This is an optimization exercise on Yosys and OpenROAD, whose aim is small area and a short achievable clock period, not a production implementation.
In this exercise RTL edits were held to simulation tests only and were not proved equivalent to the original.

Design weighted_mean, start of the top module:
module weighted_mean #(
    parameter N_INPUT = 4,
    parameter SIZE = 32
) (
    input clk, reset, enable, reset_s,
    input [N_INPUT*SIZE-1:0] in,
    input [N_INPUT*SIZE-1:0] weight,
    output [31:0] mean
);
For scale: ~11000 cells after synthesis, about 290 I/O pins.
clock: 92.0 ns
lec_check: 0
abc_area: 1
cap_margin: 20
core_margin: 2
core_utilization: 50
place_density: 0.62
slew_margin: 20
standard.sh (not shown) runs the stock make flow with config.mk's settings and CLKGATE_MAP_FILE= SYNTH_SCRIPT=/design/flow/synth_recipe.tcl, a recipe that flattens the netlist after the stock synthesis.
==> flow/flow/run.sh <==
#!/bin/bash
# Standard ORFS layout with three changes:
#  1. after the standard synthesis, inverters between full-adder cells are pushed
#     through the (self-dual) adders and mostly removed (flow/fapol.py);
#  2. repair_timing is asked to leave extra setup slack (SETUP_SLACK_MARGIN), so the
#     resizer keeps working on the paths that set the achieved period;
#  3. the input and output ports are buffered with buf_2 cells instead of the
#     default delay buffer.
set -euo pipefail
export BUFFER_PORTS_ARGS="-buffer_cell sky130_fd_sc_hd__buf_2"
R=orfs/results/sky130hd/weighted_mean/base
bash standard.sh synth > make_synth.log 2>&1
cp $R/1_2_yosys.v $R/1_2_yosys_std.v
python3 flow/fapol.py $R/1_2_yosys_std.v $R/1_2_yosys.v > fapol.log 2>&1 || cp $R/1_2_yosys_std.v $R/1_2_yosys.v
touch $R/1_2_yosys.v
bash standard.sh finish SETUP_SLACK_MARGIN=42 > make.log 2>&1
Other scripts of this flow, unchanged in this note and not shown: flow/flow/fapol.py
The baseline finished with timing, DRC and antenna clean.
Rerun with:
==> flow/flow/run.sh (replaced) <==
#!/bin/bash
# Standard ORFS layout with two changes:
#  1. after the standard synthesis, inverters between full-adder cells are pushed
#     through the (self-dual) adders and mostly removed (flow/fapol.py);
#  2. repair_timing is asked to leave extra setup slack (SETUP_SLACK_MARGIN), so the
#     resizer keeps working on the paths that set the achieved period.
set -euo pipefail
R=orfs/results/sky130hd/weighted_mean/base
bash standard.sh synth > make_synth.log 2>&1
cp $R/1_2_yosys.v $R/1_2_yosys_std.v
python3 flow/fapol.py $R/1_2_yosys_std.v $R/1_2_yosys.v > fapol.log 2>&1 || cp $R/1_2_yosys_std.v $R/1_2_yosys.v
touch $R/1_2_yosys.v
bash standard.sh finish SETUP_SLACK_MARGIN=50 > make.log 2>&1
- ABC_AREA: 1 -> unset
- CORE_UTILIZATION: 50 -> 70
- PLACE_DENSITY: 0.62 -> 0.8
Effect:
- With this change the flow aborted during 5_1_grt
- area after synthesis came out higher by 2.9%
- synthesized cell count decreases by 8.6%

Setup of lagoon:
Starting RTL as in the previous note.
Design weighted_mean, start of the top module:
module weighted_mean #(
    parameter N_INPUT = 4,
    parameter SIZE = 32
) (
    input clk, reset, enable, reset_s,
    input [N_INPUT*SIZE-1:0] in,
    input [N_INPUT*SIZE-1:0] weight,
    output [31:0] mean
);
Settings: LEC_CHECK=0, ABC_AREA=1, CAP_MARGIN=20, CORE_MARGIN=2, CORE_UTILIZATION=70, PLACE_DENSITY=0.8, SLEW_MARGIN=20; clock period 92.0 ns.
==> flow/flow/run.sh <==
#!/bin/bash
# Standard ORFS layout with two changes:
#  1. after the standard synthesis, inverters between full-adder cells are pushed
#     through the (self-dual) adders and mostly removed (flow/fapol.py);
#  2. repair_timing is asked to leave extra setup slack (SETUP_SLACK_MARGIN), so the
#     resizer keeps working on the paths that set the achieved period.
set -euo pipefail
R=orfs/results/sky130hd/weighted_mean/base
bash standard.sh synth > make_synth.log 2>&1
cp $R/1_2_yosys.v $R/1_2_yosys_std.v
python3 flow/fapol.py $R/1_2_yosys_std.v $R/1_2_yosys.v > fapol.log 2>&1 || cp $R/1_2_yosys_std.v $R/1_2_yosys.v
touch $R/1_2_yosys.v
bash standard.sh finish SETUP_SLACK_MARGIN=50 > make.log 2>&1
Other scripts of this flow, unchanged in this note and not shown: flow/flow/fapol.py
The flow ended early for lagoon: it failed with a tool error in global routing (5_1_grt).
--- input diff lagoon..fjord ---
# lagoon
export LEC_CHECK = 0
export ABC_AREA = 1
export CAP_MARGIN = 20
export CORE_MARGIN = 2
export CORE_UTILIZATION = 70
export PLACE_DENSITY = 0.8
export SLEW_MARGIN = 20
create_clock -name core_clock -period 92.0 [get_ports {clk}]
# fjord
export LEC_CHECK = 0
export ABC_AREA = 1
export CAP_MARGIN = 20
export CORE_MARGIN = 2
export CORE_UTILIZATION = 50
export PLACE_DENSITY = 0.62
export SLEW_MARGIN = 20
create_clock -name core_clock -period 92.0 [get_ports {clk}]
--- a/flow/flow/run.sh
+++ b/flow/flow/run.sh
@@ -12,2 +12,2 @@
 touch $R/1_2_yosys.v
-bash standard.sh finish SETUP_SLACK_MARGIN=50 > make.log 2>&1
+bash standard.sh finish SETUP_SLACK_MARGIN=46 > make.log 2>&1
[summary]
Going from lagoon to fjord, number of instances in the placed design grew by 643; post-cts sizing count fell 771; pre-CTS setup slack lower.
Changes observed in fjord relative to lagoon: gate count of the mapped netlist neither gained nor lost much, post-placement cell area went up, die width shows an increase of 18%.
fjord completed end to end with timing, DRC and antenna clean.
Changes observed in fjord relative to lagoon: height of the chip increased 64 um; buffer depth of the longest clock path essentially unchanged.
Modified inputs, juniper compared to fjord
--- a/flow/flow/run.sh
+++ b/flow/flow/run.sh
@@ -1,3 +1,3 @@
 #!/bin/bash
-# Standard ORFS layout with two changes:
+# Standard ORFS layout with three changes:
 #  1. after the standard synthesis, inverters between full-adder cells are pushed
@@ -5,4 +5,7 @@
 #  2. repair_timing is asked to leave extra setup slack (SETUP_SLACK_MARGIN), so the
-#     resizer keeps working on the paths that set the achieved period.
+#     resizer keeps working on the paths that set the achieved period;
+#  3. the input and output ports are buffered with buf_2 cells instead of the
+#     default delay buffer.
 set -euo pipefail
+export BUFFER_PORTS_ARGS="-buffer_cell sky130_fd_sc_hd__buf_2"
 R=orfs/results/sky130hd/weighted_mean/base
@@ -12,2 +15,2 @@
 touch $R/1_2_yosys.v
-bash standard.sh finish SETUP_SLACK_MARGIN=46 > make.log 2>&1
+bash standard.sh finish SETUP_SLACK_MARGIN=44 > make.log 2>&1
## What came out
Row routing usage on met2: juniper lower / fjord higher. In the metrics for juniper and fjord, the one carrying the lower length of routed met2 wiring is juniper. Going from fjord to juniper, die footprint saw little to no change, fmax saw a decrease, cell area saw a decrease. Diff fjord -> juniper: total wirelength of the detailed-routed design went down by 2.3%, hold slack shows an increase of 0.0073 ns.

==> afterwards: timing with drivers on the ports <==
The results above use ideal ports. As a check the final layouts listed here were re-extracted and re-timed, cells and wires unchanged. Step 1: set_driving_cell puts a clkbuf_16 on clk and a buf_2 on each other input, an assumption about the parent block. Step 2 moves the port delays by t, midway between the first and last clock arrival at a register: inputs arrive t later, outputs are due t later. That takes back most of the time a late clock gives input paths. Slacks: ideal / step 1 / step 2; pairs: ideal / step 1.
| run | t, ns | setup WS [ns] | hold slack, ns | worst setup path at the end | cell pins on the clock port's net |
|---|---|---|---|---|---|
| the first run of note 1 | 0.548 | 44.229 / 44.159 / 43.866 | 18.571 / 18.521 / 18.888 | input to register | 1 |
| fjord | 0.538 | 46.729 / 46.660 / 46.619 | 18.571 / 18.522 / 19.061 | input to register | 1 |
| juniper | 0.544 | 45.672 / 45.598 / 45.401 | 18.578 / 18.526 / 18.889 | input to register | 1 |
After both steps every run listed still meets setup and hold. For the first run of note 1, which loses most, drivers alone change the setup slack by -0.070 ns; drivers and shift together by -0.363 ns.
